What follows belongs to an exercise in optimizing a design on an open flow for small area; a production flow would make more cautious choices.
In this exercise RTL edits were held to simulation tests only and were not proved equivalent to the original.
No activity file was given, so power comes from the tool's default toggle rates.

## flow/design.v (module list and top-level ports; edited modules follow where they fit)
// module FirFilterSym_top: 2886 lines
module FirFilterSym_top (
    input  logic        clk,
    input  logic        rst,
    input  logic        valid_in,
    output logic        valid_out,
    input  logic [15:0] din,
    output logic [25:0] dout
);
  // ...
==> flow/run.sh <==
#!/bin/bash
# synth_recipe.tcl (not shown) runs the flow's synth.tcl, then flattens the netlist and writes it again
# the make line also repeats each setting of config.mk as NAME=value (left out here)
make -C /OpenROAD-flow-scripts/flow DESIGN_CONFIG=/design/flow/config.mk WORK_HOME=/design/flow/orfs CLKGATE_MAP_FILE= SYNTH_SCRIPT=/design/flow/synth_recipe.tcl finish
==> flow/config.mk <==
export PLATFORM = sky130hd
export DESIGN_NAME = FirFilterSym_top
export DESIGN_NICKNAME = FirFilterSym_top
export VERILOG_FILES = /design/flow/design.v
export SDC_FILE = /design/flow/constraint.sdc
export NUM_CORES = 4
export LEC_CHECK = 0
export ABC_AREA = 1
export CAP_MARGIN = 20
export CORE_MARGIN = 2
export CORE_UTILIZATION = 40
export CTS_BUF_LIST = sky130_fd_sc_hd__clkbuf_4
export SLEW_MARGIN = 20
==> flow/constraint.sdc <==
create_clock -name core_clock -period 5.0 [get_ports {clk}]
set_input_delay 1.0000 -clock core_clock [delete_from_list [all_inputs] [get_ports {clk}]]
set_output_delay 1.0000 -clock core_clock [all_outputs]
set_load 0.01 [all_outputs]
==> impl_metrics.env, run 1 <==
export IMPL_status="finished clean"
export IMPL_sequential_cell_total=709
export IMPL_endpoint_kind="register"
export IMPL_maxCapViolCount=0
export IMPL_clock_buffers=259
export IMPL_synthMuxAreaShare_pct=0
export IMPL_net_switching_power_mw=3.80
export IMPL_rows=116
export IMPL_largest_cell_class="multi-input combinational cells"
export IMPL_cts_tree="yes"
export IMPL_instances_no_fill=5362
export IMPL_hold_violations=0
export IMPL_seq_power_share_pct=44.9
export IMPL_period_share_pct=94.4
export IMPL_die_h_um=322
export IMPL_path_clk_slew_ns=0.07
export IMPL_dieWidth_um=322
export IMPL_port_buffers=45
export IMPL_dp_hpwl_mm=78.4
export IMPL_dr_pass1_iters=5
export IMPL_place_ws_ns=0.148
export IMPL_worstPathArrival_ns=5.67
export IMPL_yosys_area_top_type_share_pct=36.9
export IMPL_place_area_um2=42100
export IMPL_synthesis_nets=4654
export IMPL_wl_per_cell_um=17.9
export IMPL_critPathLaunch="x21[8]"
export IMPL_ant_nets=0
export IMPL_cts_resized=0
export IMPL_r2r_end="p11_1"
export IMPL_hold_ws_ns=0.356
==> run 2, diff against run 1 <==
--- a/flow/config.mk
+++ b/flow/config.mk
@@ -10,4 +10,3 @@
 export CORE_MARGIN = 2
 export CORE_UTILIZATION = 40
-export CTS_BUF_LIST = sky130_fd_sc_hd__clkbuf_4
 export SLEW_MARGIN = 20
==> run 2 against run 1 <==
Against the previous run: via count shrank 2.9%; highest routed layer unchanged; critical path type unchanged; cell count shrank 3.4%; design area grew 0.71%; critical path depth is the same; register-to-register slack gained 0.02 ns; still clean on timing, DRC and antenna; maximum frequency grew 0.49%.
==> impl_metrics.env, run 2 <==
export IMPL_rsz0062_at_grt="false"
export IMPL_layout_commonest_cell="inv_1"
export IMPL_dieWidth_um=322
export IMPL_hold_violations=0
export IMPL_intPower_mw=10.3
export IMPL_tns_ns=0
export IMPL_synth_seq_cells=709
export IMPL_yosys_area_top_type="fa_1"
export IMPL_drive_above_1_share_pct=4.07
export IMPL_grt_pass1_vias=25300
export IMPL_finalClockSkew_ns=0.0254
export IMPL_regMostFlops="dout"
export IMPL_via_per_inst=4.58
export IMPL_swShare_pct=27.0
export IMPL_largest_reg_flops=26
export IMPL_pwr_share_clk_pct=42.3
export IMPL_p_comb_share_pct=15.7
export IMPL_htree_levels=3
export IMPL_synth_xor_xnor_area_share_pct=0.217
export IMPL_drt_iter0_markers=1345
export IMPL_m1WireLength_mm=37.1
export IMPL_slew_viol_final=0
export IMPL_path_max_fanout=2
export IMPL_seq_power_share_pct=42.0
export IMPL_routed_top_layer="met4"
export IMPL_cts_setup_buffers=0
export IMPL_cp_buffers_inverters=4
export IMPL_clock_latency_ns=0.65
export IMPL_syn_inst=3800
export IMPL_cts_root_buf="clkbuf_16"
export IMPL_p_leak_nw=18.6
export IMPL_synthSimpleGateAreaFrac_pct=0.731
export IMPL_worstMarginPinSlew_ns=0.752
export IMPL_synth_compound_area_share_pct=9.12
export IMPL_critical_path_class="register to register"
export IMPL_synth_area_per_cell_um2=10.6
export IMPL_synthMuxAreaShare_pct=0
export IMPL_cts_num_sinks=709
export IMPL_die_h_um=322
export IMPL_port_buffers=45
export IMPL_ys_seq_area_share_pct=35.1
export IMPL_power_density_nw_per_um2=316
export IMPL_setup_viol_count_final=0
export IMPL_critPathMaxStageDelay_ns=0.75
export IMPL_yosys_area_top_type_share_pct=36.9
export IMPL_status="finished clean"
export IMPL_dr_pass1_iters=6
export IMPL_path_clk_slew_ns=0.06
export IMPL_overflow=0
export IMPL_irDropWorstVdd_v=0.000244
export IMPL_gp_congestion=0.883
export IMPL_yosys_top_cells_area="fa_1 37%, dfxtp_1 35%, inv_1 14%"
export IMPL_synth_cell_types=24
export IMPL_nNetsFinal=4676
export IMPL_antenna_found_initial=0
export IMPL_nFillCells=9467
export IMPL_synth_top_family_by_area="adder cells"
export IMPL_fin_area_um2=44800
export IMPL_final_cell_mix="1460 x inv_1, 745 x fa_1, 709 x dfxtp_1"
export IMPL_endpoint_kind="register"
export IMPL_crit_top_cell="fa_1"
export IMPL_max_freq_mhz=213
export IMPL_net_switching_power_mw=3.82
export IMPL_dp_hpwl_mm=78.4
export IMPL_ant_nets=0
export IMPL_period_needed_ns=4.70
export IMPL_postSynth_asyncResetShare_pct=0
export IMPL_synth_edf_count=0
export IMPL_yosysWarnings=1
export IMPL_max_slew_margin_rel_pct=49.8
export IMPL_synthesis_nets=4654
export IMPL_synth_commonest_cells="1460 x inv_1, 745 x fa_1, 709 x dfxtp_1"
export IMPL_clockBufferDepth=3
export IMPL_rows=116
export IMPL_crit_slowest_cell="fa_1"
export IMPL_grt_pass1_wl_mm=147
export IMPL_wl_met2_mm=51.4
export IMPL_grt_start_max_net_pins=114
export IMPL_io_pins=46
export IMPL_mappedNetlistArea_um2=40400
export IMPL_cts_buffers=77
export IMPL_drc_errors=0
export IMPL_period_share_pct=93.9
export IMPL_crit_path_cell_trace="ha_1, inv_1, fa_1, inv_1, fa_1, fa_1, inv_1, fa_1, fa_1, fa_1, inv_1, fa_1"
export IMPL_num_vias=23700
export IMPL_maxCapViolCount=0
export IMPL_wl_per_cell_um=18.5
export IMPL_hp_class="register to register"
export IMPL_diodes=0
export IMPL_worst_setup_path_start_kind="register"
export IMPL_worstPathArrival_ns=5.22
export IMPL_wl_met3_mm=3.09
export IMPL_hold_ws_ns=0.357
export IMPL_hold_buffers=0
export IMPL_synth_ff_type="dfxtp_1"
export IMPL_cts_resized=0
export IMPL_wl_mm=95.6
export IMPL_crit_required_ns=5.52
export IMPL_cts_tree="yes"
export IMPL_path_delay_family="adder cells"
export IMPL_dieArea_um2=104000
export IMPL_synth_most_common_cell="inv_1"
export IMPL_synth_fa_ha_area_share_pct=39.7
export IMPL_start_util_pct=40.3
export IMPL_coreArea_um2=100000
export IMPL_grt_use_total_pct=19.2
export IMPL_place_area_um2=42100
export IMPL_syn_to_final_growth_pct=10.9
[run 2: stage by stage]
stage	utilization [%]	std cells	total power [mW]	setup slack (ns)
after global routing	44.7	5182	14.9	0.132
after detailed placement	42.1	5041	8.33	0.148
after floorplan	-	3800	7.57	0.465
final	44.7	5182	14.1	0.304
after CTS	44.7	5182	14.3	0.263
after global placement	42.1	5041	8.30	0.184
[run 2: cell families (layout without fill, tap and decap cells)]
kind of cell / count (synthesis) / after routing
AND/OR/NAND/NOR: 72 / 72
XOR/XNOR: 10 / 10
buffers and inverters: 1587 / 1671
flip-flops: 709 / 709
AO/OA/AOI/OAI: 587 / 587
adder cells (fa/ha/maj): 835 / 835
[run 2: layout make-up]
type | count | area [um^2] | area share (%)
clock buffers | 104 | 2180 | 4.87
clock inverters | 37 | 472 | 1.05
inverters | 1462 | 5500 | 12.3
multi-input cells | 1504 | 20100 | 44.9
flip-flops and latches | 709 | 14200 | 31.7
well taps | 1298 | 1620 | 3.63
repair buffers | 68 | 711 | 1.59
[run 2: routing by layer]
metal  GRT usage [%]  vias up
li1                -    11200
met1            22.1    11900
met2            35.3      383
met3            3.08      147
met4            7.66        0
met5               0        -
[run 2: power by group through the flow]
stage / clock network, mW / logic, mW / registers, mW
after detailed placement: 0 / 2.27 / 6.07
final: 5.98 / 2.22 / 5.94
after floorplan: 0 / 1.48 / 6.10
after CTS: 6.10 / 2.28 / 5.94
after global placement: 0 / 2.23 / 6.07
after global routing: 6.35 / 2.58 / 5.95
[run 2: path summary, 6_finish.rpt]
path	startpoint	to	slack (ns)	cells past startpoint
max	x21[4]	p11_1	0.30	12
min reg2reg	p1_0	dout[1]	0.36	1
max reg2reg	x21[4]	p11_1	0.30	12
min	p1_0	dout[1]	0.36	1
==> run 3, diff against run 2 <==
==> flow/flow/run.sh (new file) <==
#!/bin/bash
# Own layout flow: the standard flow, with two changes to synthesis only.
#  1. Yosys's early "abc -fast" is skipped (SYNTH_ARGS=-noabc), so extract_fa sees the
#     RTL's full-adder equations as written and maps them without extra inverters.
#  2. flow/post.py rewrites the delay-line next-state logic of the synthesized netlist
#     (one a22o/a221o per register instead of o22ai + inverter); registers are untouched.
# Then the standard flow runs from the netlist on (floorplan ... finish).
set -euo pipefail
W=$(pwd)
RES=$W/orfs/results/${FLOW_PLATFORM}/FirFilterSym_top/base
bash standard.sh SYNTH_ARGS=-noabc synth > $W/synth.log 2>&1
cp $RES/1_2_yosys.v $W/synth_orig.v
python3 $W/flow/post.py $W/synth_orig.v $W/synth_post.v > $W/post.log 2>&1
cp $W/synth_post.v $RES/1_2_yosys.v
rm -f $RES/1_synth.odb $RES/1_synth.sdc
bash standard.sh SYNTH_ARGS=-noabc finish > $W/layout.log 2>&1
==> flow/flow/post.py (new file) <==
#!/usr/bin/env python3
"""Rewrite the delay-line next-state logic of the synthesized netlist.

Each delay-line register x<k>[i] loads x<k-1>[i] (din for k=1) on an accepted
sample, holds otherwise, and clears on reset (bit 15 is stored inverted, so it
sets).  ABC maps this as o22ai plus inverters; here every such D input gets one
a22o (a221o for bit 15) fed by two shared select nets, and the old cones that
become unused are removed.  Everything else is left as it was.

usage: post.py IN.v OUT.v
"""
import re
import sys
from collections import defaultdict

OUTPINS = {'X', 'Y', 'Q', 'Q_N', 'SUM', 'COUT', 'HI', 'LO'}
P = 'sky130_fd_sc_hd__'


def esc(n):
    return n + ' ' if n.startswith('\\') else n


def main(src, dst):
    text = open(src).read()
    text = re.sub(r'\(\*.*?\*\)', '', text, flags=re.S)
    text = re.sub(r'/\*.*?\*/', '', text, flags=re.S)
    text = re.sub(r'//[^\n]*', '', text)
    m = re.search(r'\bmodule\b', text)
    body = text[m.start():]
    end = body.rfind('endmodule')
    body = body[:end]
    stmts = [s.strip() for s in body.split(';')]
    header = stmts[0]
    decls, assigns, cells = [], [], []
    for s in stmts[1:]:
        if not s:
            continue
        w = s.split(None, 1)[0]
        if w in ('input', 'output', 'wire', 'inout'):
            decls.append(s)
        elif w == 'assign':
            assigns.append(s)
        else:
            mm = re.match(r'^(\S+)\s+(\\\S+\s|\S+)\s*\((.*)\)$', s, re.S)
            if not mm:
                raise SystemExit('cannot parse: %r' % s[:200])
            typ, name, pbody = mm.group(1), mm.group(2).strip(), mm.group(3)
            pins = {}
            for pm in re.finditer(r'\.(\w+)\s*\(\s*(\\\S+\s|[^()\s]+)\s*\)', pbody):
                pins[pm.group(1)] = pm.group(2).strip()
            cells.append([typ, name, pins])

    # nets read by assigns or driving ports count as loads
    assign_refs = set()
    for a in assigns:
        for tok in re.findall(r'\\\S+|[A-Za-z_][\w$]*(?:\s*\[\d+\])?', a[len('assign'):]):
            assign_refs.add(re.sub(r'\s+', '', tok))
    ports = set()
    for d in decls:
        w = d.split(None, 1)[0]
        if w in ('input', 'output'):
            mm = re.match(r'(input|output)\s*(\[(\d+):(\d+)\])?\s*(.*)$', d, re.S)
            for nm in mm.group(5).split(','):
                nm = nm.strip()
                if mm.group(2):
                    hi, lo = int(mm.group(3)), int(mm.group(4))
                    for b in range(min(hi, lo), max(hi, lo) + 1):
                        ports.add('%s[%d]' % (nm, b))
                else:
                    ports.add(nm)

    qnet = {}
    ff = {}
    for c in cells:
        mm = re.match(r'^\\x(\d+)\[(\d+)\]\$_DFF_P_$', c[1])
        if mm and c[0].startswith(P + 'dfxtp'):
            k, i = int(mm.group(1)), int(mm.group(2))
            qnet[(k, i)] = c[2]['Q']
            ff[(k, i)] = c
    nk = max(k for k, i in ff) if ff else 0
    assert len(ff) == nk * 16, (len(ff), nk)

    new = []
    newwires = ['dl_sh', 'dl_hd', 'dl_din15n']
    new.append([P + 'nor2b_1', 'dl_shg', {'A': 'rst', 'B_N': 'valid_in', 'Y': 'dl_sh'}])
    new.append([P + 'nor2_1', 'dl_hdg', {'A': 'valid_in', 'B': 'rst', 'Y': 'dl_hd'}])
    new.append([P + 'inv_1', 'dl_dinv', {'A': 'din[15]', 'Y': 'dl_din15n'}])
    for (k, i), c in sorted(ff.items()):
        if k == 1:
            prev = 'dl_din15n' if i == 15 else 'din[%d]' % i
        else:
            prev = qnet[(k - 1, i)]
        dn = 'dl_d_%d_%d' % (k, i)
        newwires.append(dn)
        if i == 15:
            new.append([P + 'a221o_1', 'dl_g_%d_%d' % (k, i),
                        {'A1': prev, 'A2': 'dl_sh', 'B1': qnet[(k, i)], 'B2': 'dl_hd', 'C1': 'rst', 'X': dn}])
        else:
            new.append([P + 'a22o_1', 'dl_g_%d_%d' % (k, i),
                        {'A1': prev, 'A2': 'dl_sh', 'B1': qnet[(k, i)], 'B2': 'dl_hd', 'X': dn}])
        c[2]['D'] = dn
    cells += new

    # remove cells that drive nothing, repeatedly (never registers)
    removed = 0
    while True:
        loads = defaultdict(int)
        for typ, name, pins in cells:
            for p, n in pins.items():
                if p not in OUTPINS:
                    loads[n] += 1
        keep = []
        for c in cells:
            outs = [n for p, n in c[2].items() if p in OUTPINS]
            isreg = re.search(r'__(df|edf|sdf|dl)', c[0]) is not None
            if not isreg and outs and all(loads[n] == 0 and n not in ports and n not in assign_refs
                                          for n in outs):
                removed += 1
                continue
            keep.append(c)
        if len(keep) == len(cells):
            break
        cells = keep

    with open(dst, 'w') as f:
        f.write(header + ' ;\n')
        for d in decls:
            f.write('  ' + d + ' ;\n')
        for w in newwires:
            f.write('  wire %s;\n' % w)
        for a in assigns:
            f.write('  ' + a + ' ;\n')
        for typ, name, pins in cells:
            f.write('  %s %s (%s);\n' % (typ, esc(name),
                    ', '.join('.%s(%s)' % (p, esc(n)) for p, n in pins.items())))
        f.write('endmodule\n')
    print('delay-line registers rewired: %d; cells removed: %d; cells now: %d'
          % (len(ff), removed, len(cells)))


if __name__ == '__main__':
    main(sys.argv[1], sys.argv[2])
==> flow/standard.sh (new file) <==
#!/bin/bash
# synth_recipe.tcl (not shown) runs the flow's synth.tcl, then flattens the netlist and writes it again
# the make line also repeats each setting of config.mk as NAME=value (left out here)
make -C /OpenROAD-flow-scripts/flow DESIGN_CONFIG=/design/flow/config.mk WORK_HOME=/design/flow/orfs CLKGATE_MAP_FILE= SYNTH_SCRIPT=/design/flow/synth_recipe.tcl "${@:-finish}"
--- a/flow/config.mk
+++ b/flow/config.mk
@@ -10,3 +10,6 @@
 export CORE_MARGIN = 2
 export CORE_UTILIZATION = 40
+export CTS_BUF_LIST = sky130_fd_sc_hd__clkbuf_8
+export CTS_CLUSTER_DIAMETER = 60
+export CTS_CLUSTER_SIZE = 20
 export SLEW_MARGIN = 20
removed: flow/run.sh
==> run 3 against run 2 <==
Against the previous run: critical endpoint is now p15_1; worst setup slack improved by 0.028 ns; largest cell class unchanged; cell count fell by 29%; highest routed layer unchanged; critical path type unchanged; core utilization fell by 0.39 points; wire length fell by 8.3%.
==> impl_metrics.env, run 3 <==
export IMPL_status="finished clean"
export IMPL_multiInputGateArea_um2=21500
export IMPL_worstMarginPinSlew_ns=0.768
export IMPL_drc_errors=0
export IMPL_hold_path_startpoint="p1_0"
export IMPL_ant_nets=0
export IMPL_grt_start_max_net_pins=140
export IMPL_hold_violations=0
export IMPL_cts_buffers=60
export IMPL_holdPathEnd="dout[1]"
export IMPL_setup_viol_count_final=0
export IMPL_dieWidth_um=305
export IMPL_place_ws_ns=0.0298
export IMPL_syn_to_final_growth_pct=10.1
export IMPL_syn_inst=2308
export IMPL_synth_area_per_cell_um2=15.7
export IMPL_path_clk_slew_ns=0.12
export IMPL_grt_pass1_wl_mm=136
export IMPL_rows=110
export IMPL_largest_reg_flops=26
export IMPL_maxCapViolCount=0
export IMPL_clockBufferDepth=3
export IMPL_r2r_end="p15_1"
export IMPL_p_leak_nw=18.4
export IMPL_worstPathArrival_ns=5.29
export IMPL_drive_above_1_share_pct=5.67
export IMPL_max_slew_margin_rel_pct=48.7
export IMPL_hold_buffers=0
export IMPL_worst_slack_ns=0.332
export IMPL_hold_path_depth=1
export IMPL_r2r_slack_ns=0.33
export IMPL_rsz0062_at_grt="false"
export IMPL_dieArea_um2=92700
export IMPL_cts_tree="yes"
export IMPL_antenna_found_initial=2
export IMPL_wl_per_cell_um=23.9
export IMPL_cts_setup_buffers=0
export IMPL_dr_pass1_iters=5
export IMPL_dp_hpwl_mm=71.4
export IMPL_endpoint_kind="register"
export IMPL_mappedNetlistArea_um2=36100
export IMPL_final_cell_mix="745 x fa_1, 709 x dfxtp_1, 540 x a22o_1"
export IMPL_grt_pass1_vias=21900
export IMPL_r2r_start="x17[8]"
export IMPL_cts_num_sinks=709
export IMPL_cts_root_buf="clkbuf_8"
export IMPL_seqCellArea_um2=14200
export IMPL_die_h_um=305
export IMPL_path_max_fanout=3
export IMPL_worst_setup_path_start_kind="register"
export IMPL_irDropWorstVdd_v=0.000337
export IMPL_period_needed_ns=4.67
export IMPL_slew_viol_final=0
export IMPL_finalClockSkew_ns=0.0336
export IMPL_period_share_pct=93.4
export IMPL_layout_commonest_cell="fa_1"
export IMPL_max_freq_mhz=214
export IMPL_grt_use_total_pct=19.3
export IMPL_hold_ws_ns=0.367
export IMPL_critical_path_class="register to register"
export IMPL_hp_class="register to register"
export IMPL_coreArea_um2=89700
export IMPL_cts_resized=0
export IMPL_yosysWarnings=1
export IMPL_fin_area_um2=39800
export IMPL_htree_levels=2
export IMPL_nNetsFinal=3293
export IMPL_place_area_um2=38300
export IMPL_clock_latency_ns=0.75
export IMPL_crit_required_ns=5.62
export IMPL_io_pins=46
export IMPL_regMostFlops="dout"
export IMPL_overflow=0
export IMPL_wl_mm=87.7
export IMPL_synthesis_nets=3162
export IMPL_port_buffers=45
export IMPL_nFillCells=7977
export IMPL_via_per_inst=5.35
export IMPL_power_density_nw_per_um2=365
export IMPL_start_util_pct=40.3
export IMPL_drt_iter0_markers=1457
export IMPL_gp_congestion=0.904
export IMPL_r2r_worst_path_cells=9
export IMPL_utilization_pct=44.3
export IMPL_num_vias=19600
[run 3: changes by cell type in the layout (fill, tap and decap cells not counted), sizes merged, moves of 2 or more]
cell / delta
clkinvlp: -5
diode: +2
o22ai: -517
a22oi: -34
buf: +2
inv: -1324
a221o: +36
nand2: -24
clkbuf: -40
bufinv: -5
a22o: +540
o21ai: -24
[run 3: worst max-delay path, cell delays in order, from the launching register on]
cell     delay, ns
dfxtp_1       0.35
ha_1          0.22
fa_1          0.41
fa_1          0.69
fa_1          0.54
fa_1          0.43
fa_1          0.49
fa_1          0.48
fa_1          0.53
fa_1          0.40
[run 3: final cells by class]
| cell class | instances | area share, % |
|---|---|---|
| inverter | 118 | 1.11 |
| sequential | 709 | 35.7 |
| clock inverter | 47 | 1.47 |
| clock buffer | 64 | 2.21 |
| timing repair buffer | 70 | 1.79 |
| multi-input combinational | 1480 | 54.0 |
| tap | 1176 | 3.70 |
| antenna | 2 | 0.0126 |
[run 3: report_power, final]
group / switching [mW] / internal (mW)
clock: 2.31 / 1.57
combinational: 2.49 / 1.95
sequential: 0.144 / 6.05
total: 4.95 / 9.56
[run 3: per-stage QoR]
| step | setup TNS, ns | instances | power [mW] |
|---|---|---|---|
| 6_report | 0 | 3666 | 14.5 |
| 5_1_grt | 0 | 3666 | 15.6 |
| 4_1_cts | 0 | 3664 | 14.9 |
| 3_5_place_dp | 0 | 3553 | 11.0 |
| 3_3_place_gp | -0.00506 | 3553 | 10.9 |
| 2_1_floorplan | -1567.19 | 2308 | 9.38 |
[run 3: worst max-delay path by stage]
stage                     slack, ns  cells after the start       to  startpoint
after floorplan               -2.78                      2  x10[15]    valid_in
after global routing           0.23                      9    p11_1      x17[4]
after CTS                      0.33                      9    p15_1      x15[4]
after global placement       -0.005                      8    p15_1      din[7]
final                          0.33                      9    p15_1      x17[8]
after detailed placement       0.03                      8    p15_1      din[7]
[run 3: layer usage]
metal  vias up  part of all wire [%]  GRT usage, %
li1       8498                     -             -
met1     10500                    41          24.8
met2       414                    51          33.7
met3       151                   4.0          2.75
met4         0                   3.2          5.85
met5         -                     0             0
==> run 4, diff against run 3 <==
--- a/flow/config.mk
+++ b/flow/config.mk
@@ -10,6 +10,4 @@
 export CORE_MARGIN = 2
 export CORE_UTILIZATION = 40
-export CTS_BUF_LIST = sky130_fd_sc_hd__clkbuf_8
-export CTS_CLUSTER_DIAMETER = 60
-export CTS_CLUSTER_SIZE = 20
+export CTS_BUF_LIST = sky130_fd_sc_hd__clkbuf_4
 export SLEW_MARGIN = 20
==> run 4 against run 3 <==
Against the previous run: critical endpoint is now p16_4; maximum frequency grew 0.13%; clock skew increased by 0.031 ns; count of clock-buffer cells in the layout is 199 higher; still clean; core utilization is 0.83 points higher; non-clock buffer count did not move.
==> impl_metrics.env, run 4 <==
export IMPL_grt_pass1_wl_mm=138
export IMPL_largest_reg_flops=26
export IMPL_cts_buffers=182
export IMPL_synth_area_per_cell_um2=15.7
export IMPL_num_vias=20500
export IMPL_crit_required_ns=5.88
export IMPL_swShare_pct=32.3
export IMPL_cts_resized=0
export IMPL_rows=110
export IMPL_syn_to_final_growth_pct=12.2
export IMPL_mappedNetlistArea_um2=36100
export IMPL_p_comb_share_pct=28.8
export IMPL_net_switching_power_mw=4.98
export IMPL_crit_top_cell="fa_1"
export IMPL_max_slew_margin_rel_pct=48.0
export IMPL_worst_setup_path_start_kind="register"
export IMPL_ant_nets=0
export IMPL_via_per_inst=5.29
export IMPL_crit_slowest_cell="fa_1"
export IMPL_path_max_fanout=3
export IMPL_power_density_nw_per_um2=381
export IMPL_cts_tree="yes"
export IMPL_wl_mm=89.0
export IMPL_place_area_um2=38300
export IMPL_coreArea_um2=89700
export IMPL_syn_inst=2308
export IMPL_instances_no_fill=3866
export IMPL_drive_above_1_share_pct=11.6
export IMPL_r2r_worst_path_cells=9
export IMPL_htree_levels=4
export IMPL_final_cell_mix="745 x fa_1, 709 x dfxtp_1, 540 x a22o_1"
export IMPL_worstMarginPinSlew_ns=0.778
export IMPL_grt_use_total_pct=19.8
export IMPL_drt_iter0_markers=1352
export IMPL_cts_num_sinks=709
export IMPL_cts_root_buf="clkbuf_4"
export IMPL_clockBufferDepth=3
export IMPL_place_ws_ns=0.0298
export IMPL_grt_pass1_vias=23000
export IMPL_synthesis_nets=3162
export IMPL_maxCapViolCount=0
export IMPL_critPathMaxStageDelay_ns=0.78
export IMPL_hp_class="register to register"
export IMPL_endpoint_kind="register"
export IMPL_irDropWorstVdd_v=0.000342
export IMPL_seq_power_share_pct=40.1
export IMPL_cts_setup_buffers=0
export IMPL_utilization_pct=45.2
export IMPL_hold_buffers=0
export IMPL_path_clk_slew_ns=0.07
export IMPL_dp_hpwl_mm=71.4
export IMPL_p_leak_nw=19.0
export IMPL_slew_viol_final=0
export IMPL_dieArea_um2=92700
export IMPL_io_pins=46
export IMPL_overflow=0
export IMPL_tns_ns=0
export IMPL_grt_start_max_net_pins=140
export IMPL_rsz0062_at_grt="false"
export IMPL_period_needed_ns=4.66
export IMPL_max_freq_mhz=214
export IMPL_pwr_share_clk_pct=31.1
export IMPL_wl_per_cell_um=23.0
export IMPL_nNetsFinal=3415
export IMPL_finalClockSkew_ns=0.0645
export IMPL_setup_viol_count_final=0
export IMPL_yosysWarnings=1
export IMPL_worst_slack_ns=0.338
export IMPL_period_share_pct=93.2
export IMPL_worstPathArrival_ns=5.55
export IMPL_clock_latency_ns=1.05
export IMPL_p_total_mw=15.4
export IMPL_layout_commonest_cell="fa_1"
export IMPL_gp_congestion=0.904
export IMPL_status="finished clean"
export IMPL_port_buffers=45
export IMPL_regMostFlops="dout"
export IMPL_critical_path_class="register to register"
export IMPL_antenna_found_initial=3
export IMPL_dr_pass1_iters=5
export IMPL_die_h_um=305
export IMPL_hold_ws_ns=0.356
export IMPL_hold_path_depth=1
export IMPL_drc_errors=0
export IMPL_start_util_pct=40.3
export IMPL_hold_violations=0
export IMPL_fin_area_um2=40500
export IMPL_dieWidth_um=305
export IMPL_dp_cells=3553
export IMPL_crit_path_cell_trace="ha_1, fa_1, fa_1, fa_1, fa_1, fa_1, fa_1, fa_1, fa_1"
export IMPL_intPower_mw=10.5
## run 4: worst paths after layout
kind	slack [ns]	to	from
hold / removal	0.36	dout[1]	p1_0
setup / recovery	0.34	p16_4	x4[8]
hold reg to reg	0.36	dout[1]	p1_0
setup reg to reg	0.34	p16_4	x4[8]
## run 4: power by group through the flow
stage / registers, mW / clock network [mW] / logic [mW]
2_1_floorplan: 6.33 / 0 / 3.06
6_report: 6.20 / 4.80 / 4.44
3_5_place_dp: 6.33 / 0 / 4.67
5_1_grt: 6.22 / 5.26 / 5.18
3_3_place_gp: 6.33 / 0 / 4.53
4_1_cts: 6.20 / 4.96 / 4.68
## run 4: cell type report
class                   instances  area, um^2
clock inverters                42         220
fillers                      8010       49200
diodes                          8        20.0
inverters                     118         443
clock buffers                 263        1970
flip-flops and latches        709       14200
multi-input cells            1480       21500
well taps                    1176        1470
repair buffers                 70         713
## run 4: metal layers
metal	vias to the layer above	share of wire [%]	global-route usage [%]
met4	0	3.4	7.78
met2	526	51	33.8
met1	10900	40	24.5
met5	-	0	0
met3	166	4.8	4.33
li1	8862	-	-
## run 4: worst max-delay path: cells and delay by family (launching register included)
| kind | cells | cell delay [ns] |
|---|---|---|
| adders and majority gates | 9 | 4.17 |
| DFF | 1 | 0.33 |
==> run 5, diff against run 4 <==
--- a/flow/config.mk
+++ b/flow/config.mk
@@ -10,4 +10,6 @@
 export CORE_MARGIN = 2
 export CORE_UTILIZATION = 40
-export CTS_BUF_LIST = sky130_fd_sc_hd__clkbuf_4
+export CTS_BUF_LIST = sky130_fd_sc_hd__clkbuf_16
+export CTS_CLUSTER_DIAMETER = 100
+export CTS_CLUSTER_SIZE = 30
 export SLEW_MARGIN = 20
==> run 5 against run 4 <==
Against the previous run: still clean; first-iteration DRC count is 21% higher; core utilization is 1.3 points lower; register-to-register slack better by 0.02 ns; worst setup slack better by 0.016 ns; design area is 3.0% lower; die area stayed put; clock power is 32% lower; critical path depth stayed put; wire length is 2.4% lower; critical endpoint is now p15_1; highest routed layer unchanged.
==> impl_metrics.env, run 5 <==
export IMPL_worst_setup_path_start_kind="register"
export IMPL_via_per_inst=5.37
export IMPL_ant_nets=0
export IMPL_drc_errors=0
export IMPL_clock_latency_ns=0.66
export IMPL_regMostFlops="dout"
export IMPL_syn_inst=2308
export IMPL_nNetsFinal=3264
export IMPL_r2r_slack_ns=0.35
export IMPL_dieArea_um2=92700
export IMPL_dr_pass1_iters=7
export IMPL_dp_hpwl_mm=71.4
export IMPL_max_slew_margin_rel_pct=49.2
export IMPL_hp_class="register to register"
export IMPL_cts_buffers=31
export IMPL_hold_path_depth=1
export IMPL_power_density_nw_per_um2=353
export IMPL_period_needed_ns=4.65
export IMPL_drive_above_1_share_pct=3.14
export IMPL_dieWidth_um=305
export IMPL_yosysWarnings=1
export IMPL_diodes=0
export IMPL_cts_root_buf="clkbuf_16"
export IMPL_irDropWorstVdd_v=0.000337
export IMPL_setup_viol_count_final=0
export IMPL_r2r_worst_path_cells=9
export IMPL_worstMarginPinSlew_ns=0.760
export IMPL_worst_slack_ns=0.354
export IMPL_htree_levels=1
export IMPL_dp_cells=3553
export IMPL_r2r_end="p15_1"
export IMPL_cts_num_sinks=709
export IMPL_synthesis_nets=3162
export IMPL_p_total_mw=13.9
export IMPL_overflow=0
export IMPL_status="finished clean"
export IMPL_hold_ws_ns=0.368
export IMPL_maxCapViolCount=0
export IMPL_instances_no_fill=3599
export IMPL_max_freq_mhz=215
export IMPL_grt_start_max_net_pins=140
export IMPL_io_pins=46
export IMPL_mappedNetlistArea_um2=36100
export IMPL_cts_resized=0
export IMPL_period_share_pct=92.9
export IMPL_die_h_um=305
export IMPL_path_clk_slew_ns=0.11
export IMPL_grt_pass1_vias=21500
export IMPL_holdPathEnd="dout[1]"
export IMPL_wl_mm=86.8
export IMPL_hold_violations=0
export IMPL_grt_pass1_wl_mm=134
export IMPL_start_util_pct=40.3
export IMPL_path_max_fanout=3
export IMPL_num_vias=19300
export IMPL_rsz0062_at_grt="false"
export IMPL_p_leak_nw=18.1
export IMPL_hold_buffers=0
export IMPL_layout_commonest_cell="fa_1"
export IMPL_endpoint_kind="register"
export IMPL_fin_area_um2=39300
export IMPL_slew_viol_final=0
export IMPL_place_area_um2=38300
export IMPL_place_ws_ns=0.0298
export IMPL_syn_to_final_growth_pct=8.89
export IMPL_clockBufferDepth=3
export IMPL_cts_setup_buffers=0
export IMPL_worstPathArrival_ns=5.18
export IMPL_critical_path_class="register to register"
export IMPL_wl_per_cell_um=24.1
export IMPL_antenna_found_initial=2
export IMPL_coreArea_um2=89700
export IMPL_hold_path_startpoint="p1_0"
export IMPL_gp_congestion=0.904
export IMPL_crit_required_ns=5.54
export IMPL_drt_iter0_markers=1633
export IMPL_port_buffers=45
export IMPL_cts_tree="yes"
export IMPL_synth_area_per_cell_um2=15.7
export IMPL_r2r_start="x17[8]"
export IMPL_finalClockSkew_ns=0.0305
export IMPL_grt_use_total_pct=19.0
export IMPL_final_cell_mix="745 x fa_1, 709 x dfxtp_1, 540 x a22o_1"
export IMPL_largest_reg_flops=26
export IMPL_rows=110
## run 5: cell type report
type / count / area, um^2
well taps: 1176 / 1470
clock inverters: 15 / 240
clock buffers: 31 / 776
multi-input cells: 1480 / 21500
repair buffers: 70 / 713
fillers: 7996 / 50400
flip-flops and latches: 709 / 14200
inverters: 118 / 443
## run 5: critical path: stages, from the launching register on
cell and delay, ns:
dfxtp_1 0.35, ha_1 0.22, fa_1 0.39, fa_1 0.69, fa_1 0.54, fa_1 0.44, fa_1 0.49, fa_1 0.48
fa_1 0.53, fa_1 0.40
## run 5: metrics by stage
stage / utilization (%) / TNS [ns]
floorplan: - / -1567.19
global placement: 42.7 / -0.00506
detailed placement: 42.7 / 0
CTS: 43.8 / 0
global route: 43.8 / 0
finish: 43.8 / 0
## run 5: worst max path at each step
| stage | start | to | slack, ns | cells after the start |
|---|---|---|---|---|
| finish | x17[8] | p15_1 | 0.35 | 9 |
| global route | x4[8] | p13_4 | 0.21 | 9 |
| CTS | x4[8] | p16_4 | 0.34 | 9 |
| detailed placement | din[7] | p15_1 | 0.03 | 8 |
| global placement | din[7] | p15_1 | -0.005 | 8 |
| floorplan | valid_in | x10[15] | -2.78 | 2 |
## run 5: routing by layer
metal  track usage [%]  routed length, um
met5                 0                  0
met4              6.01               3140
met3              2.55               3650
met2              33.1              44500
met1              24.7              35600
## run 5: power by group
group | switching [mW] | internal, mW | leakage (nW) | total [mW]
combinational | 2.49 | 1.95 | 11.9 | 4.43
sequential | 0.144 | 6.05 | 5.76 | 6.19
clock | 1.92 | 1.34 | 0.500 | 3.26
total | 4.55 | 9.34 | 18.1 | 13.9
==> run 6, diff against run 5 <==
--- a/flow/flow/post.py
+++ b/flow/flow/post.py
@@ -20,4 +20,99 @@
 def esc(n):
     return n + ' ' if n.startswith('\\') else n
+
+
+def push_bubbles(cells, ports, assign_refs, newwires):
+    """A full adder is self-dual: FA(~a,~b,~c) = (~s,~co).  Flip an adder's polarity
+    wherever that removes more inverters around it than it adds."""
+    def isinv(c):
+        return c[0].startswith(P + 'inv_')
+    cnt = [0]
+
+    def newnet():
+        cnt[0] += 1
+        n = 'bp_n%d' % cnt[0]
+        newwires.append(n)
+        return n
+    flips = 0
+    while True:
+        drv = {}
+        loads = defaultdict(list)
+        for idx, c in enumerate(cells):
+            for p, n in c[2].items():
+                if p in OUTPINS:
+                    drv[n] = idx
+                else:
+                    loads[n].append(idx)
+        best = None
+        for idx, c in enumerate(cells):
+            if not c[0].startswith(P + 'fa_'):
+                continue
+            delta = 0
+            ok = True
+            for p in ('A', 'B', 'CIN'):
+                n = c[2][p]
+                d = drv.get(n)
+                if d is not None and isinv(cells[d]):
+                    if len(loads[n]) == 1:
+                        delta -= 1
+                else:
+                    delta += 1
+            for p in ('SUM', 'COUT'):
+                o = c[2][p]
+                invs = [l for l in loads[o] if isinv(cells[l])]
+                others = [l for l in loads[o] if not isinv(cells[l])]
+                ext = o in ports or o in assign_refs
+                for l in invs[1:]:
+                    q = cells[l][2]['Y']
+                    if q in ports or q in assign_refs:
+                        ok = False
+                delta -= len(invs)
+                if others or ext:
+                    delta += 1
+            if ok and delta < 0 and (best is None or delta < best[0]):
+                best = (delta, idx)
+        if best is None:
+            break
+        idx = best[1]
+        c = cells[idx]
+        dead = set()
+        added = []
+        for p in ('A', 'B', 'CIN'):
+            n = c[2][p]
+            d = drv.get(n)
+            if d is not None and isinv(cells[d]):
+                c[2][p] = cells[d][2]['A']
+                if len(loads[n]) == 1:
+                    dead.add(d)
+            else:
+                m = newnet()
+                added.append([P + 'inv_1', 'bp_i' + m[4:], {'A': n, 'Y': m}])
+                c[2][p] = m
+        rename = {}
+        for p in ('SUM', 'COUT'):
+            o = c[2][p]
+            invs = [l for l in loads[o] if isinv(cells[l])]
+            others = [l for l in loads[o] if not isinv(cells[l])]
+            ext = o in ports or o in assign_refs
+            if invs:
+                q0 = cells[invs[0]][2]['Y']
+                c[2][p] = q0
+                for l in invs:
+                    dead.add(l)
+                    if l != invs[0]:
+                        rename[cells[l][2]['Y']] = q0
+            else:
+                q0 = newnet()
+                c[2][p] = q0
+            if others or ext:
+                added.append([P + 'inv_1', 'bp_i%d_%s' % (flips, p), {'A': q0, 'Y': o}])
+        cells[:] = [x for i, x in enumerate(cells) if i not in dead] + added
+        if rename:
+            for x in cells:
+                for p, n in list(x[2].items()):
+                    if p not in OUTPINS and n in rename:
+                        x[2][p] = rename[n]
+        flips += 1
+    return flips
 
 
@@ -102,4 +197,5 @@
         c[2]['D'] = dn
     cells += new
+    nflip = push_bubbles(cells, ports, assign_refs, newwires)
 
     # remove cells that drive nothing, repeatedly (never registers)
@@ -136,6 +232,6 @@
                     ', '.join('.%s(%s)' % (p, esc(n)) for p, n in pins.items())))
         f.write('endmodule\n')
-    print('delay-line registers rewired: %d; cells removed: %d; cells now: %d'
-          % (len(ff), removed, len(cells)))
+    print('delay-line registers rewired: %d; adders flipped: %d; cells removed: %d; cells now: %d'
+          % (len(ff), nflip, removed, len(cells)))
 
 
--- a/flow/config.mk
+++ b/flow/config.mk
@@ -11,5 +11,5 @@
 export CORE_UTILIZATION = 40
 export CTS_BUF_LIST = sky130_fd_sc_hd__clkbuf_16
-export CTS_CLUSTER_DIAMETER = 100
+export CTS_CLUSTER_DIAMETER = 60
 export CTS_CLUSTER_SIZE = 30
 export SLEW_MARGIN = 20
==> run 6 against run 5 <==
Against the previous run: hold slack worse by 0.0066 ns; sequential share of layout area down 0.86 points; global-route usage up 0.46 points; sequential power is essentially flat; still clean; cell count rose by 0.92%; sequential cell count is the same; register-to-register slack worse by 0.03 ns; critical path depth unchanged; non-clock buffer count rose by 10; worst setup slack worse by 0.031 ns.
==> impl_metrics.env, run 6 <==
export IMPL_final_cell_mix="745 x fa_1, 709 x dfxtp_1, 540 x a22o_1"
export IMPL_port_buffers=45
export IMPL_endpoint_kind="register"
export IMPL_routed_top_layer="met4"
export IMPL_critical_path_class="register to register"
export IMPL_drt_iter0_markers=1429
export IMPL_cts_buffers=54
export IMPL_io_pins=46
export IMPL_hold_ws_ns=0.361
export IMPL_dp_hpwl_mm=72.2
export IMPL_max_slew_margin_rel_pct=46.1
export IMPL_hold_path_depth=1
export IMPL_drc_errors=0
export IMPL_rsz0062_at_grt="false"
export IMPL_cts_num_sinks=709
export IMPL_m1WireLength_mm=37.3
export IMPL_wl_mm=88.1
export IMPL_crit_path_cell_trace="ha_1, fa_1, fa_1, fa_1, fa_1, fa_1, fa_1, fa_1, fa_1"
export IMPL_path_max_fanout=3
export IMPL_path_delay_family="adder cells"
export IMPL_drive_above_1_share_pct=5.70
export IMPL_hp_class="register to register"
export IMPL_place_area_um2=38300
export IMPL_period_share_pct=93.5
export IMPL_cp_buffers_inverters=0
export IMPL_tns_ns=0
export IMPL_clockBufferDepth=3
export IMPL_dr_pass1_iters=5
export IMPL_dieWidth_um=304
export IMPL_maxCapViolCount=0
export IMPL_syn_inst=2275
export IMPL_holdPathEnd="dout[1]"
export IMPL_ant_nets=0
export IMPL_htree_levels=2
export IMPL_mappedNetlistArea_um2=36000
export IMPL_num_vias=19500
export IMPL_synthesis_nets=3129
export IMPL_cts_setup_buffers=0
export IMPL_cts_root_buf="clkbuf_16"
export IMPL_rows=110
export IMPL_regMostFlops="dout"
export IMPL_irDropWorstVdd_v=0.000394
export IMPL_antenna_found_initial=0
export IMPL_path_clk_slew_ns=0.09
export IMPL_cts_resized=0
export IMPL_crit_top_cell="fa_1"
export IMPL_hold_path_startpoint="p1_0"
export IMPL_worstPathArrival_ns=5.19
export IMPL_critPathMaxStageDelay_ns=0.67
export IMPL_crit_required_ns=5.51
export IMPL_worst_setup_path_start_kind="register"
export IMPL_syn_to_final_growth_pct=11.9
export IMPL_wl_per_cell_um=24.3
export IMPL_hold_violations=0
export IMPL_setup_viol_count_final=0
export IMPL_start_util_pct=40.2
export IMPL_wl_met2_mm=45.0
export IMPL_p_total_mw=15.5
export IMPL_hold_buffers=0
export IMPL_crit_slowest_cell="fa_1"
export IMPL_yosysWarnings=1
export IMPL_r2r_slack_ns=0.32
export IMPL_largest_reg_flops=26
export IMPL_synth_area_per_cell_um2=15.8
export IMPL_dieArea_um2=92400
export IMPL_clock_latency_ns=0.65
export IMPL_via_per_inst=5.38
export IMPL_period_needed_ns=4.68
export IMPL_grt_use_total_pct=19.5
export IMPL_p_leak_nw=18.5
export IMPL_max_freq_mhz=214
export IMPL_grt_pass1_vias=21800
export IMPL_grt_start_max_net_pins=131
export IMPL_cts_tree="yes"
export IMPL_utilization_pct=45.0
export IMPL_grt_pass1_wl_mm=137
export IMPL_coreArea_um2=89600
export IMPL_wl_met3_mm=2.93
export IMPL_slew_viol_final=0
export IMPL_finalClockSkew_ns=0.0395
export IMPL_r2r_start="x17[8]"
export IMPL_diodes=0
export IMPL_r2r_worst_path_cells=9
export IMPL_worstMarginPinSlew_ns=0.807
export IMPL_r2r_end="p15_1"
export IMPL_nNetsFinal=3264
export IMPL_fin_area_um2=40300
export IMPL_power_density_nw_per_um2=384
export IMPL_die_h_um=304
export IMPL_status="finished clean"
export IMPL_layout_commonest_cell="fa_1"
export IMPL_overflow=0
export IMPL_gp_congestion=0.917
[run 6: report_power, final]
group	internal (mW)	switching (mW)	leakage [nW]
clock network	2.37	2.48	0.984
logic	1.95	2.47	11.7
registers	6.04	0.150	5.76
total	10.4	5.10	18.5
[run 6: how the worst max path moves through the flow]
stage | from | end | slack [ns] | cells past startpoint
after CTS | x12[8] | p17_4 | 0.32 | 9
after global routing | x12[8] | p17_4 | 0.17 | 9
final | x17[8] | p15_1 | 0.32 | 9
after global placement | din[7] | p15_1 | -0.01 | 8
after floorplan | valid_in | x10[15] | -2.78 | 2
after detailed placement | din[7] | p15_1 | -0.009 | 8
[run 6: cell type report]
| class | instances | area [um^2] |
|---|---|---|
| sequential | 709 | 14200 |
| timing repair buffer | 80 | 813 |
| inverter | 85 | 319 |
| multi-input combinational | 1480 | 21500 |
| fill | 7786 | 49300 |
| tap | 1176 | 1470 |
| clock inverter | 45 | 568 |
| clock buffer | 57 | 1430 |
[run 6: per-stage QoR]
step	instances	setup WS [ns]
floorplan	2275	-2.78
global placement	3530	-0.0135
detailed placement	3530	-0.00926
CTS	3632	0.319
global route	3632	0.172
finish	3632	0.323
[run 6: layer usage]
metal  vias up  GRT usage [%]
li1       8450              -
met1     10600           25.7
met2       378           33.7
met3       128           2.17
met4         0           6.38
met5         -              0
[run 6: worst register-to-register path, cell delays in order (launching register included)]
cell     delay, ns
dfxtp_1       0.34
ha_1          0.24
fa_1          0.42
fa_1          0.67
fa_1          0.53
fa_1          0.45
fa_1          0.48
fa_1          0.46
fa_1          0.54
fa_1          0.42
==> run 7, diff against run 6 <==
--- a/flow/config.mk
+++ b/flow/config.mk
@@ -11,5 +11,5 @@
 export CORE_UTILIZATION = 40
 export CTS_BUF_LIST = sky130_fd_sc_hd__clkbuf_16
-export CTS_CLUSTER_DIAMETER = 60
+export CTS_CLUSTER_DIAMETER = 100
 export CTS_CLUSTER_SIZE = 30
 export SLEW_MARGIN = 20
==> run 7 against run 6 <==
Against the previous run: via count decreased by 0.92%; global-route usage decreased by 0.29 points; sequential power about the same; critical endpoint is now p17_4; largest cell class unchanged; largest power group unchanged.
==> impl_metrics.env, run 7 <==
export IMPL_clockBufferDepth=3
export IMPL_cts_num_sinks=709
export IMPL_mappedNetlistArea_um2=36000
export IMPL_period_needed_ns=4.67
export IMPL_grt_start_max_net_pins=131
export IMPL_num_vias=19300
export IMPL_layout_commonest_cell="fa_1"
export IMPL_dp_cells=3530
export IMPL_cts_root_buf="clkbuf_16"
export IMPL_hp_class="register to register"
export IMPL_rsz0062_at_grt="false"
export IMPL_period_share_pct=93.3
export IMPL_grt_use_total_pct=19.2
export IMPL_dieWidth_um=304
export IMPL_drt_iter0_markers=1368
export IMPL_p_total_mw=13.7
export IMPL_wl_per_cell_um=24.4
export IMPL_syn_inst=2275
export IMPL_htree_levels=1
export IMPL_yosysWarnings=1
export IMPL_clock_latency_ns=0.65
export IMPL_dieArea_um2=92400
export IMPL_nNetsFinal=3240
export IMPL_drc_errors=0
export IMPL_io_pins=46
export IMPL_cts_buffers=30
export IMPL_critical_path_class="register to register"
export IMPL_via_per_inst=5.41
export IMPL_dr_pass1_iters=5
export IMPL_place_area_um2=38300
export IMPL_finalClockSkew_ns=0.0252
export IMPL_nFillCells=7859
export IMPL_utilization_pct=43.8
export IMPL_final_cell_mix="745 x fa_1, 709 x dfxtp_1, 540 x a22o_1"
export IMPL_antenna_found_initial=0
export IMPL_coreArea_um2=89600
export IMPL_grt_pass1_vias=21600
export IMPL_overflow=0
export IMPL_gp_congestion=0.917
export IMPL_diodes=0
export IMPL_crit_required_ns=5.53
export IMPL_worstPathArrival_ns=5.20
export IMPL_dp_hpwl_mm=72.2
export IMPL_worstMarginPinSlew_ns=0.809
export IMPL_grt_pass1_wl_mm=135
export IMPL_setup_viol_count_final=0
export IMPL_path_clk_slew_ns=0.11
export IMPL_regMostFlops="dout"
export IMPL_largest_reg_flops=26
export IMPL_worst_setup_path_start_kind="register"
export IMPL_synth_area_per_cell_um2=15.8
export IMPL_max_slew_margin_rel_pct=46.0
export IMPL_cts_tree="yes"
export IMPL_power_density_nw_per_um2=348
export IMPL_hold_violations=0
export IMPL_slew_viol_final=0
export IMPL_instances_no_fill=3573
export IMPL_port_buffers=45
export IMPL_syn_to_final_growth_pct=8.92
export IMPL_fin_area_um2=39200
export IMPL_irDropWorstVdd_v=0.000392
export IMPL_rows=110
export IMPL_maxCapViolCount=0
export IMPL_status="finished clean"
export IMPL_wl_mm=87.4
export IMPL_start_util_pct=40.2
export IMPL_path_max_fanout=3
export IMPL_die_h_um=304
export IMPL_drive_above_1_share_pct=3.38
export IMPL_p_leak_nw=18.0
export IMPL_ant_nets=0
export IMPL_cts_resized=0
export IMPL_synthesis_nets=3129
export IMPL_cts_setup_buffers=0
export IMPL_hold_buffers=0
export IMPL_endpoint_kind="register"
export IMPL_max_freq_mhz=214
==> run 7: changes by cell type in the layout (fill, tap and decap cells not counted), moves of 3 or more <==
cell | previous run | this run
clkbuf_16 | 57 | 31
clkinv_8 | 3 | 0
inv_6 | 12 | 1
inv_16 | 8 | 1
inv_12 | 6 | 0
==> run 7: worst max-delay path, cell delays in order, from the launching register on <==
cell	delay, ns
dfxtp_1	0.36
ha_1	0.47
fa_1	0.52
fa_1	0.43
fa_1	0.45
fa_1	0.49
fa_1	0.46
fa_1	0.45
fa_1	0.53
fa_1	0.40
==> run 7: area by class of cell <==
cell class / instances / area [um^2] / area share [%]
inverter: 85 / 319 / 0.814
clock buffer: 31 / 776 / 1.98
sequential: 709 / 14200 / 36.2
tap: 1176 / 1470 / 3.75
timing repair buffer: 80 / 813 / 2.07
clock inverter: 12 / 140 / 0.357
multi-input combinational: 1480 / 21500 / 54.8
==> run 7: stage by stage <==
stage | setup TNS (ns) | setup WS, ns | hold WS, ns
after detailed placement | -0.00926 | -0.00926 | 0.345
after floorplan | -1567.19 | -2.78 | 0.338
after global routing | 0 | 0.170 | 0.385
after CTS | 0 | 0.296 | 0.370
final | 0 | 0.333 | 0.368
after global placement | -0.0135 | -0.0135 | 0.340
==> run 7: power by group <==
group          internal (mW)  switching (mW)
Combinational           1.96            2.47
Clock                   1.17            1.87
Sequential              6.05           0.149
Total                   9.18            4.49
==> run 7: worst paths after layout <==
check	from	to	slack, ns	cells past startpoint
min reg2reg	p1_0	dout[1]	0.37	1
max reg2reg	x12[8]	p17_4	0.33	9
max	x12[8]	p17_4	0.33	9
min	p1_0	dout[1]	0.37	1
==> run 7: routing by layer <==
| metal | wire length [um] | global-route usage, % | vias to the layer above |
|---|---|---|---|
| li1 | - | - | 8333 |
| met1 | 37100 | 25.6 | 10600 |
| met2 | 45100 | 33.8 | 361 |
| met3 | 2700 | 1.82 | 101 |
| met4 | 2460 | 4.74 | 0 |
| met5 | 0 | 0 | - |
==> run 8, diff against run 7 <==
--- a/flow/config.mk
+++ b/flow/config.mk
@@ -9,5 +9,5 @@
 export CAP_MARGIN = 20
 export CORE_MARGIN = 2
-export CORE_UTILIZATION = 40
+export CORE_UTILIZATION = 60
 export CTS_BUF_LIST = sky130_fd_sc_hd__clkbuf_16
 export CTS_CLUSTER_DIAMETER = 100
==> run 8 against run 7 <==
Against the previous run: wire length barely moved; global-route usage rose by 10 points; clock power is 4% higher; sequential power is essentially flat; core utilization up 22 points; first-iteration DRC count increased by 2.7%; synthesized cell count is the same; cell count decreased by 11%; design area is 0.91% lower; synthesized area unchanged; register-to-register slack barely moved; critical endpoint unchanged.
==> impl_metrics.env, run 8 <==
export IMPL_drc_errors=0
export IMPL_cts_buffers=31
export IMPL_finalClockSkew_ns=0.0361
export IMPL_maxCapViolCount=0
export IMPL_dieArea_um2=62000
export IMPL_grt_use_total_pct=29.4
export IMPL_mappedNetlistArea_um2=36000
export IMPL_p_total_mw=13.9
export IMPL_crit_required_ns=5.51
export IMPL_antenna_found_initial=0
export IMPL_hold_ws_ns=0.371
export IMPL_cts_num_sinks=709
export IMPL_worstPathArrival_ns=5.17
export IMPL_clock_latency_ns=0.65
export IMPL_hold_violations=0
export IMPL_worst_setup_path_start_kind="register"
export IMPL_rsz0062_at_grt="false"
export IMPL_worst_slack_ns=0.335
export IMPL_power_density_nw_per_um2=357
export IMPL_syn_inst=2275
export IMPL_setup_viol_count_final=0
export IMPL_clockBufferDepth=3
export IMPL_synth_area_per_cell_um2=15.8
export IMPL_grt_start_max_net_pins=148
export IMPL_die_h_um=249
export IMPL_path_clk_slew_ns=0.11
export IMPL_largest_reg_flops=26
export IMPL_dieWidth_um=249
export IMPL_yosysWarnings=1
export IMPL_cts_tree="yes"
export IMPL_endpoint_kind="register"
export IMPL_cts_resized=0
export IMPL_irDropWorstVdd_v=0.000416
export IMPL_grt_pass1_vias=21400
export IMPL_rows=89
export IMPL_cts_setup_buffers=0
export IMPL_ant_nets=0
export IMPL_path_max_fanout=3
export IMPL_diodes=0
export IMPL_syn_to_final_growth_pct=7.93
export IMPL_dp_hpwl_mm=72.5
export IMPL_gp_congestion=0.943
export IMPL_critical_path_class="register to register"
export IMPL_layout_commonest_cell="fa_1"
export IMPL_cts_root_buf="clkbuf_16"
export IMPL_period_share_pct=93.3
export IMPL_hold_buffers=0
export IMPL_port_buffers=45
export IMPL_htree_levels=1
export IMPL_overflow=0
export IMPL_worstMarginPinSlew_ns=0.840
export IMPL_nFillCells=4233
export IMPL_final_cell_mix="745 x fa_1, 709 x dfxtp_1, 540 x a22o_1"
export IMPL_max_freq_mhz=214
export IMPL_hp_class="register to register"
export IMPL_via_per_inst=6.15
export IMPL_drive_above_1_share_pct=3.98
export IMPL_regMostFlops="dout"
export IMPL_grt_pass1_wl_mm=136
export IMPL_status="finished clean"
export IMPL_slew_viol_final=0
export IMPL_period_needed_ns=4.66
export IMPL_coreArea_um2=59100
export IMPL_seqCellArea_um2=14200
export IMPL_nNetsFinal=3254
export IMPL_dr_pass1_iters=5
export IMPL_wl_mm=87.3
export IMPL_p_leak_nw=18.0
export IMPL_io_pins=46
export IMPL_num_vias=19600
export IMPL_place_ws_ns=0.0317
export IMPL_max_slew_margin_rel_pct=43.8
export IMPL_drt_iter0_markers=1405
export IMPL_start_util_pct=60.9
export IMPL_wl_per_cell_um=27.4
export IMPL_synthesis_nets=3129
export IMPL_multiInputGateArea_um2=21500
-- run 8: where the power goes --
group | internal [mW] | total (mW) | switching [mW]
combinational | 1.98 | 4.52 | 2.54
clock | 1.24 | 3.15 | 1.91
sequential | 6.05 | 6.21 | 0.165
total | 9.27 | 13.9 | 4.61
-- run 8: area by class of cell --
type,count,area share [%]
clock buffer,31,2.00
clock inverter,12,0.493
inverter,85,0.821
multi-input combinational,1480,55.3
sequential,709,36.5
tap,773,2.49
timing repair buffer,93,2.34
-- run 8: metal layers --
layer	GRT usage, %	up-vias	share of wire (%)
met3	3.25	131	3.9
met1	40.3	10600	41
met2	50.2	452	51
met5	0	-	0
met4	9.02	0	3.8
li1	-	8371	-
-- run 8: final timing paths --
path | start | end | slack (ns) | depth (start not counted)
worst min register to register | p1_0 | dout[1] | 0.37 | 1
worst max-delay path | x12[8] | p17_4 | 0.34 | 9
worst max register to register | x12[8] | p17_4 | 0.34 | 9
worst min-delay path | p1_0 | dout[1] | 0.37 | 1
-- run 8: through the flow --
stage	cells	utilization (%)	setup TNS, ns	instance area [um^2]
after floorplan	2275	-	-1567.19	36000
after global placement	3140	64.1	0	37900
after detailed placement	3140	64.1	0	37900
after CTS	3183	65.7	0	38900
after global routing	3183	65.7	0	38900
final	3183	65.7	0	38900
-- run 8: worst max-delay path: stages (launching register included) --
cell	delay [ns]
dfxtp_1	0.35
ha_1	0.47
fa_1	0.50
fa_1	0.44
fa_1	0.45
fa_1	0.48
fa_1	0.46
fa_1	0.45
fa_1	0.53
fa_1	0.40

-- afterwards: timing with drivers on the ports --
Ports are ideal in the flow. The routed layouts listed here were re-timed in OpenROAD.
Step 1, drivers: a clkbuf_16 drives clk and a buf_2 each remaining input, both assumed.
Step 2 moves the port delays by t, midway between the first and last clock arrival at a register: inputs arrive t later, outputs are due t later. That takes back most of the time a late clock gives input paths.
Slacks: ideal ports / drivers / drivers and shift; pairs: ideal ports / drivers.
run | t, ns | setup WS [ns] | hold WS [ns] | latest minus earliest clock arrival (ns)
run 1 | 1.070 | 0.281 / 0.281 / 0.174 | 0.356 / 0.356 / 0.356 | 0.051 / 0.052
run 2 | 0.700 | 0.304 / 0.304 / 0.211 | 0.357 / 0.357 / 0.357 | 0.032 / 0.032
run 3 | 0.794 | 0.332 / 0.332 / 0.053 | 0.367 / 0.367 / 0.367 | 0.043 / 0.043
run 4 | 1.084 | 0.338 / 0.338 / 0.057 | 0.356 / 0.356 / 0.356 | 0.068 / 0.068
run 5 | 0.703 | 0.354 / 0.354 / 0.058 | 0.368 / 0.368 / 0.368 | 0.037 / 0.037
run 6 | 0.699 | 0.323 / 0.323 / -0.033 | 0.361 / 0.361 / 0.361 | 0.053 / 0.053
run 7 | 0.705 | 0.333 / 0.333 / -0.003 | 0.368 / 0.368 / 0.368 | 0.026 / 0.026
run 8 | 0.702 | 0.335 / 0.335 / 0.035 | 0.371 / 0.371 / 0.371 | 0.036 / 0.037
With both steps, setup timing fails in run 6 and run 7, where it was met with ideal ports. The setup slack of run 6, which loses most, moves by 0.000 ns with the drivers and by -0.356 ns with both steps.
